What follows belongs to an exercise in optimizing a design on an open flow for small area; a production flow would make more cautious choices.
The RTL was checked by simulation tests, not by an equivalence proof against the original design.

==> flow/design.v (excerpt) <==
module chip_to_symbol
(
input  logic        i_clk,
input  logic        i_rst_n,
input  logic        i_stream,
input  logic        i_stream_valid,
output logic [3:0]  o_symbol,
output logic        o_symbol_valid
);
localparam logic [31:0] C0 = 32'b11011001110000110101001000101110;
logic [4:0] r_pos;
wire last  = &r_pos;
wire first = ~|r_pos;
always_ff @(posedge i_clk, negedge i_rst_n)
    if (!i_rst_n)
        r_pos <= '0;
    else if (i_stream_valid || last)
        r_pos <= r_pos + 5'd1;
logic [7:0] bm, mb, r1, r2, r3;
always_comb
    for (int i = 0; i < 8; i++)
        bm[i] = C0[4*i + r_pos[1:0]];
assign mb = ~(bm ^ {8{i_stream}});
assign r1 = r_pos[2] ? {mb[0],   mb[7:1]} : mb;
assign r2 = r_pos[3] ? {r1[1:0], r1[7:2]} : r1;
assign r3 = r_pos[4] ? {r2[3:0], r2[7:4]} : r2;
logic [7:0] m;
assign m = {r3[7], r3[3], r3[5], r3[1], r3[6], r3[2], r3[4], r3[0]};
wire clr = first;
wire odd = r_pos[0];
wire par = r_pos[1];    
logic [3:0] r_h  [8];
logic [3:0] r_dd [8];
logic [3:0] h    [8];
logic [3:0] dd   [8];
logic [3:0] th   [8];
logic [3:0] tdd  [8];
logic [7:0] inc, zero;
logic       any;
always_comb begin
    for (int j = 0; j < 8; j++) begin
        logic g, t, l;
        h[j]  = r_h[j]  & {4{~clr}};
        dd[j] = r_dd[j] & {4{~clr}};
        l = h[j][3];
        t = (h[j] == 4'd0) & ~par;
        g = ~l & ~t;
        inc[j]  = i_stream_valid & (odd ? m[j] : (t | (m[j] ? g : l)));
        zero[j] = dd[j] == 4'd0;
    end
  ...
==> flow/config.mk <==
export PLATFORM = sky130hd
export DESIGN_NAME = chip_to_symbol
export DESIGN_NICKNAME = chip_to_symbol
export VERILOG_FILES = /design/flow/design.v
export SDC_FILE = /design/flow/constraint.sdc
export NUM_CORES = 4
export LEC_CHECK = 0
export ABC_AREA = 1
export CAP_MARGIN = 20
export CORE_MARGIN = 2
export CORE_UTILIZATION = 65
export GPL_TIMING_DRIVEN = 0
export PLACE_DENSITY = 0.8
export SLEW_MARGIN = 20
==> flow/constraint.sdc <==
create_clock -name core_clock -period 10.0 [get_ports {i_clk}]
set_input_delay 2.0000 -clock core_clock [delete_from_list [all_inputs] [get_ports {i_clk}]]
set_output_delay 2.0000 -clock core_clock [all_outputs]
set_load 0.01 [all_outputs]
standard.sh (not shown) runs the stock make flow with config.mk's settings and CLKGATE_MAP_FILE= SYNTH_SCRIPT=/design/flow/synth_recipe.tcl, a recipe that flattens the netlist after the stock synthesis.
==> flow/flow/run.sh <==
#!/bin/bash
# Layout flow: the standard synthesis, then its combinational logic
# re-mapped for area by ABC (registers untouched, proven equal), then the standard flow's
# standard layout from floorplan to finish. Each tool writes its own log here.
set -euo pipefail
W=$PWD
R=$W/orfs/results/$FLOW_PLATFORM/chip_to_symbol/base
LIB=$FLOW_HOME/platforms/$FLOW_PLATFORM/lib/sky130_fd_sc_hd__tt_025C_1v80.lib

# 1. standard synthesis, netlist only
bash standard.sh $R/1_2_yosys.v > synth_standard.log 2>&1
cp $R/1_2_yosys.v $W/std_1_2_yosys.v

# 2. re-map combinational logic (dont-use list as the standard synthesis used it)
DU=$(grep -o -- "-dont_use [^ ]*" $W/orfs/logs/$FLOW_PLATFORM/chip_to_symbol/base/1_2_yosys.log | sort -u | tr '\n' ' ')
export REABC_LIB=$LIB REABC_DONTUSE="$DU" REABC_TOP=$FLOW_TOP \
       REABC_IN=$W/std_1_2_yosys.v REABC_OUT=$W/reabc_1_2_yosys.v \
       REABC_SCRIPT=$W/flow/area.abc
yosys -c $W/flow/reabc.tcl > reabc.log 2>&1

# 3. prove it equal to the standard netlist; keep the standard one otherwise
if EQ_A=$W/std_1_2_yosys.v EQ_B=$W/reabc_1_2_yosys.v yosys -c $W/flow/equiv.tcl > equiv.log 2>&1; then
  cp $W/reabc_1_2_yosys.v $R/1_2_yosys.v
  echo "re-mapped netlist used" > netlist_choice.log
else
  echo "equivalence failed: standard netlist kept" > netlist_choice.log
fi

# 4. standard layout from the (newer) netlist on; clock tree options from
#    cts_args.txt when present
if [[ -f $W/flow/cts_args.txt ]]; then
  export CTS_ARGS="$(cat $W/flow/cts_args.txt)"
fi
bash standard.sh > layout.log 2>&1
==> flow/flow/cts_args.txt <==
-sink_clustering_enable -repair_clock_nets -dont_use_dummy_load -buf_list sky130_fd_sc_hd__clkbuf_8
Other scripts of this flow, unchanged in this note and not shown: flow/flow/area.abc, flow/flow/equiv.tcl, flow/flow/reabc.tcl
Then changed:
- CORE_UTILIZATION: 65 -> 40
- GPL_TIMING_DRIVEN: 0 -> default
- PLACE_DENSITY: 0.8 -> default
Setup slack gains 0.45 ns.
Clock skew barely changes.
Global-route usage went down by 11 points.
Fmax went up by a few percent.
Core utilization falls by 28 points.
First-iteration DRC count fell by a quarter to a third.
Then changed:
==> flow/flow/cts_args.txt (replaced) <==
-sink_clustering_enable -repair_clock_nets -dont_use_dummy_load -buf_list sky130_fd_sc_hd__clkbuf_4 -sink_clustering_size 24
Cell count stays the same.
Wire length barely changes.
Via count climbs by 0.90%.
Global-route usage barely changes.
Count of clock-buffer cells in the layout stays the same.
Then changed:
==> flow/flow/cts_args.txt (replaced) <==
-sink_clustering_enable -repair_clock_nets -dont_use_dummy_load -buf_list sky130_fd_sc_hd__clkbuf_8
- CORE_UTILIZATION: 40 -> 65
- PLACE_DENSITY: default -> 0.8
=> Worst hold slack is about the same; core utilization rose by 28 points; cell area hardly moves; count of clock-buffer cells in the layout stays the same; critical path depth grows by 3; first-iteration DRC count goes down by 8.5%; via count goes up by 2.4%.

* * *

Setup of rev 12:
Starting RTL as in the previous note.
export LEC_CHECK = 0
export ABC_AREA = 1
export CAP_MARGIN = 20
export CORE_MARGIN = 2
export CORE_UTILIZATION = 40
export SLEW_MARGIN = 20
create_clock -name core_clock -period 10.0 [get_ports {i_clk}]
==> flow/flow/run.sh <==
#!/bin/bash
# Layout flow: the standard synthesis; then its combinational logic is
# re-mapped for area by ABC with a few scripts (flow/abc/*.abc), registers
# untouched; the smallest result that is proven equal to the standard netlist
# is kept; then the standard layout from floorplan to finish.
# Each tool run writes its own log in this folder.
set -euo pipefail
W=$PWD
R=$W/orfs/results/$FLOW_PLATFORM/chip_to_symbol/base
LIB=$FLOW_HOME/platforms/$FLOW_PLATFORM/lib/sky130_fd_sc_hd__tt_025C_1v80.lib

# 1. standard synthesis, netlist only
bash standard.sh $R/1_2_yosys.v > synth_standard.log 2>&1
cp $R/1_2_yosys.v $W/std_1_2_yosys.v

# 2. re-map combinational logic, one job per ABC script, 4 at a time
DU=$(grep -o -- "-dont_use [^ ]*" $W/orfs/logs/$FLOW_PLATFORM/chip_to_symbol/base/1_2_yosys.log | sort -u | tr '\n' ' ')
export REABC_LIB=$LIB REABC_DONTUSE="$DU" REABC_TOP=$FLOW_TOP REABC_IN=$W/std_1_2_yosys.v
mkdir -p $W/reabc
for s in $W/flow/abc/*.abc; do
  n=$(basename $s .abc)
  mkdir -p $W/reabc/$n
  ( cd $W/reabc/$n && REABC_OUT=$W/reabc/$n/out.v REABC_SCRIPT=$s \
      timeout 900 yosys -c $W/flow/reabc.tcl > $W/reabc/$n/yosys.log 2>&1 || true ) &
  while [[ $(jobs -r | wc -l) -ge 4 ]]; do sleep 1; done
done
wait

# 3. smallest candidate proven equal to the standard netlist; else the standard one
: > $W/reabc/areas.txt
for d in $W/reabc/*/; do
  if [[ -f $d/out.v && -f $d/reabc_after.txt ]]; then
    a=$(grep "Chip area" $d/reabc_after.txt | awk '{print $NF}')
    echo "$a $d" >> $W/reabc/areas.txt
  fi
done
sort -g $W/reabc/areas.txt -o $W/reabc/areas.txt
chosen=""
while read -r a d; do
  if EQ_A=$W/std_1_2_yosys.v EQ_B=$d/out.v yosys -c $W/flow/equiv.tcl > $d/equiv.log 2>&1; then
    chosen=$d; break
  fi
done < $W/reabc/areas.txt
if [[ -n $chosen ]]; then
  cp $chosen/out.v $R/1_2_yosys.v
  echo "re-mapped netlist used: $chosen" > netlist_choice.log
else
  echo "no re-mapped netlist proven equal: standard netlist kept" > netlist_choice.log
fi
cat $W/reabc/areas.txt >> netlist_choice.log

# 4. standard layout from the (newer) netlist on; clock tree options from
#    cts_args.txt and port buffer options from buffer_ports_args.txt
if [[ -f $W/flow/cts_args.txt ]]; then
  export CTS_ARGS="$(cat $W/flow/cts_args.txt)"
fi
if [[ -f $W/flow/buffer_ports_args.txt ]]; then
  export BUFFER_PORTS_ARGS="$(cat $W/flow/buffer_ports_args.txt)"
fi
bash standard.sh > layout.log 2>&1
==> flow/flow/abc/s10.abc <==
strash
&get -n
&deepsyn -J 100 -S 11
&put
dch
map -a
amap
topo
==> flow/flow/abc/s11.abc <==
strash
&get -n
&deepsyn -J 100 -S 11
&put
dch
amap -m
topo
==> flow/flow/abc/s12.abc <==
strash
&get -n
&deepsyn -J 100 -S 11
&dch -f
&nf -R 1000
&put
topo
==> flow/flow/abc/s13.abc <==
strash
&get -n
&deepsyn -J 100 -S 17
&put
dch
map -a
amap
topo
==> flow/flow/abc/s14.abc <==
strash
&get -n
&deepsyn -J 100 -S 17
&put
dch
amap -m
topo
==> flow/flow/abc/s15.abc <==
strash
&get -n
&deepsyn -J 100 -S 17
&dch -f
&nf -R 1000
&put
topo
Other scripts of this flow, unchanged in this note and not shown: flow/flow/abc/s1.abc, flow/flow/abc/s2.abc, flow/flow/abc/s3.abc, flow/flow/abc/s4.abc, flow/flow/abc/s5.abc, flow/flow/abc/s6.abc, flow/flow/abc/s7.abc, flow/flow/abc/s8.abc, flow/flow/abc/s9.abc, flow/flow/buffer_ports_args.txt, flow/flow/cts_args.txt, flow/flow/equiv.tcl, flow/flow/reabc.tcl
Rev 12 went all the way through synthesis, placement and routing and the layout is clean on timing, DRC and antenna.
Input changes introduced in rev 13 (baseline for comparison: rev 12):
removed: flow/flow/abc/s10.abc
removed: flow/flow/abc/s11.abc
removed: flow/flow/abc/s12.abc
removed: flow/flow/abc/s13.abc
removed: flow/flow/abc/s14.abc
removed: flow/flow/abc/s15.abc
Findings:
- Rev 13 closes out successfully: all stages finished, all timing, DRC and antenna checks passed.
- More vias were needed by rev 13 than by rev 12.
- Summary of rev 13 over rev 12: number of ordinary and repair buffers in the finished layout essentially unchanged.

* * *

oak:
The RTL this note starts from:
==> flow/design.v <==
module chip_to_symbol
(
input  logic        i_clk,
input  logic        i_rst_n,
input  logic        i_stream,
input  logic        i_stream_valid,
output logic [3:0]  o_symbol,
output logic        o_symbol_valid
);
localparam logic [31:0] C0 = 32'b11011001110000110101001000101110;
logic [4:0] r_pos;
wire last  = &r_pos;
wire first = ~|r_pos;
always_ff @(posedge i_clk, negedge i_rst_n)
    if (!i_rst_n)
        r_pos <= '0;
    else if (i_stream_valid || last)
        r_pos <= r_pos + 5'd1;
logic [7:0] bm, mb, r1, r2, r3;
always_comb
    for (int i = 0; i < 8; i++)
        bm[i] = C0[4*i + r_pos[1:0]];
assign mb = ~(bm ^ {8{i_stream}});
assign r1 = r_pos[2] ? {mb[0],   mb[7:1]} : mb;
assign r2 = r_pos[3] ? {r1[1:0], r1[7:2]} : r1;
assign r3 = r_pos[4] ? {r2[3:0], r2[7:4]} : r2;
logic [7:0] m;
assign m = {r3[7], r3[3], r3[5], r3[1], r3[6], r3[2], r3[4], r3[0]};
wire clr = first;
wire odd = r_pos[0];
wire par = r_pos[1];    
logic [3:0] r_h  [8];
logic [3:0] r_dd [8];
logic [3:0] h    [8];
logic [3:0] dd   [8];
logic [3:0] th   [8];
logic [3:0] tdd  [8];
logic [7:0] inc, zero;
logic       any;
always_comb begin
    for (int j = 0; j < 8; j++) begin
        logic g, t, l;
        h[j]  = r_h[j]  & {4{~clr}};
        dd[j] = r_dd[j] & {4{~clr}};
        l = h[j][3];
        t = (h[j] == 4'd0) & ~par;
        g = ~l & ~t;
        inc[j]  = i_stream_valid & (odd ? m[j] : (t | (m[j] ? g : l)));
        zero[j] = dd[j] == 4'd0;
    end
    any = |(zero & inc);
end
always_comb
    for (int j = 0; j < 8; j++) begin
        logic eh, edd, c;
        eh = i_stream_valid & ~odd & (m[j] ~^ par);
        c  = eh;
        for (int k = 0; k < 4; k++) begin
            th[j][k] = c;
            c = c & (h[j][k] ~^ par);
        end
        th[j][3] = th[j][3] & (h[j][3] | ~par);
        edd = (any ^ inc[j]) & ~(any & (&dd[j]));
        c   = edd;
        for (int k = 0; k < 4; k++) begin
            tdd[j][k] = c;
            c = c & (dd[j][k] ~^ any);
        end
    end
always_ff @(posedge i_clk)
    for (int j = 0; j < 8; j++) begin
        r_h[j]  <= h[j]  ^ th[j];
        r_dd[j] <= dd[j] ^ tdd[j];
    end
logic [2:0] win;
always_comb begin
    win = 3'd7;
    for (int j = 6; j >= 0; j--)
        if (r_dd[j] == 4'd0)
            win = j[2:0];
    o_symbol = {win, r_h[win][3]};
end
assign o_symbol_valid = last;
endmodule
Settings: LEC_CHECK=0, ABC_AREA=1, CAP_MARGIN=20, CORE_MARGIN=2, CORE_UTILIZATION=40, SLEW_MARGIN=20; clock period 10.0 ns.
==> flow/flow/run.sh <==
#!/bin/bash
# Layout flow: the standard synthesis, then its combinational logic
# re-mapped for area by ABC (registers untouched, proven equal), then the standard flow's
# standard layout from floorplan to finish. Each tool writes its own log here.
set -euo pipefail
W=$PWD
R=$W/orfs/results/$FLOW_PLATFORM/chip_to_symbol/base
LIB=$FLOW_HOME/platforms/$FLOW_PLATFORM/lib/sky130_fd_sc_hd__tt_025C_1v80.lib

# 1. standard synthesis, netlist only
bash standard.sh $R/1_2_yosys.v > synth_standard.log 2>&1
cp $R/1_2_yosys.v $W/std_1_2_yosys.v

# 2. re-map combinational logic (dont-use list as the standard synthesis used it)
DU=$(grep -o -- "-dont_use [^ ]*" $W/orfs/logs/$FLOW_PLATFORM/chip_to_symbol/base/1_2_yosys.log | sort -u | tr '\n' ' ')
export REABC_LIB=$LIB REABC_DONTUSE="$DU" REABC_TOP=$FLOW_TOP \
       REABC_IN=$W/std_1_2_yosys.v REABC_OUT=$W/reabc_1_2_yosys.v \
       REABC_SCRIPT=$W/flow/area.abc
yosys -c $W/flow/reabc.tcl > reabc.log 2>&1

# 3. prove it equal to the standard netlist; keep the standard one otherwise
if EQ_A=$W/std_1_2_yosys.v EQ_B=$W/reabc_1_2_yosys.v yosys -c $W/flow/equiv.tcl > equiv.log 2>&1; then
  cp $W/reabc_1_2_yosys.v $R/1_2_yosys.v
  echo "re-mapped netlist used" > netlist_choice.log
else
  echo "equivalence failed: standard netlist kept" > netlist_choice.log
fi

# 4. standard layout from the (newer) netlist on; clock tree options from
#    cts_args.txt when present
if [[ -f $W/flow/cts_args.txt ]]; then
  export CTS_ARGS="$(cat $W/flow/cts_args.txt)"
fi
# port buffer cell from buffer_ports_args.txt when present
if [[ -f $W/flow/buffer_ports_args.txt ]]; then
  export BUFFER_PORTS_ARGS="$(cat $W/flow/buffer_ports_args.txt)"
fi
bash standard.sh > layout.log 2>&1
==> flow/flow/buffer_ports_args.txt <==
-buffer_cell sky130_fd_sc_hd__buf_1
==> flow/flow/cts_args.txt <==
-sink_clustering_enable -repair_clock_nets -dont_use_dummy_load -buf_list sky130_fd_sc_hd__clkbuf_8
Other scripts of this flow, unchanged in this note and not shown: flow/flow/area.abc, flow/flow/equiv.tcl, flow/flow/reabc.tcl
diff inputs: oak => pine
diff --git a/flow/flow/run.sh b/flow/flow/run.sh
--- a/flow/flow/run.sh
+++ b/flow/flow/run.sh
@@ -28,11 +28,3 @@
 
-# 4. standard layout from the (newer) netlist on; clock tree options from
-#    cts_args.txt when present
-if [[ -f $W/flow/cts_args.txt ]]; then
-  export CTS_ARGS="$(cat $W/flow/cts_args.txt)"
-fi
-# port buffer cell from buffer_ports_args.txt when present
-if [[ -f $W/flow/buffer_ports_args.txt ]]; then
-  export BUFFER_PORTS_ARGS="$(cat $W/flow/buffer_ports_args.txt)"
-fi
+# 4. standard layout from the (newer) netlist on
 bash standard.sh > layout.log 2>&1
removed: flow/flow/buffer_ports_args.txt
removed: flow/flow/cts_args.txt
Results
- Max routed wire length across pine and oak: pine
- Cell count: pine and oak compared, lower one is oak
- [compare] base=oak new=pine: shortest clock period the worst path allows after layout picked up an extra 210 ps, setup slack lost 210 ps.
- Compared with oak, pine shows detailed-route wire length on metal 1 lower by 140 um.
- Compared with oak, pine shows average wire length per cell after detail routing higher by 0.91%.
- Number of instances in the placed design essentially unchanged between oak and pine.
- The wire length of the first global-routing pass of pine is lower than that of oak.
- On multi-input logic area, pine and oak are basically level.

## port drivers added, routing unchanged
The results above use ideal ports. As a check the final layouts listed here were re-extracted and re-timed, cells and wires unchanged. Step 1: set_driving_cell puts a clkbuf_16 on i_clk and a buf_2 on each other input, an assumption about the parent block. Step 2 adds t to the input delays and takes it off the output delays; t is the mean of the earliest and latest rising clock arrival at the registers after step 1. Input paths then give back, and output paths get back, about the clock's delay inside the block. Slacks: ideal / step 1 / step 2; pairs: ideal / step 1.
| run | t, ns | slack for setup (ns) | worst data-port slew with drivers (ns) |
|---|---|---|---|
| the first run of note 1 | 0.378 | 2.768 / 2.779 / 2.401 | 0.03 |
| the second run of note 1 | 0.380 | 3.219 / 3.228 / 2.848 | 0.03 |
| the third run of note 1 | 0.448 | 3.316 / 3.323 / 2.875 | 0.03 |
| the fourth run of note 1 | 0.377 | 3.296 / 3.307 / 2.930 | 0.03 |
| rev 12 | 0.375 | 4.025 / 4.032 / 3.657 | 0.03 |
| rev 13 | 0.364 | 3.861 / 3.867 / 3.503 | 0.03 |
| oak | 0.377 | 3.413 / 3.421 / 3.044 | 0.03 |
| pine | 0.388 | 3.202 / 3.211 / 2.823 | 0.03 |
After both steps setup and hold are still met in every run listed. The setup slack of the third run of note 1, which loses most, moves by +0.007 ns with the drivers and by -0.441 ns with both steps.
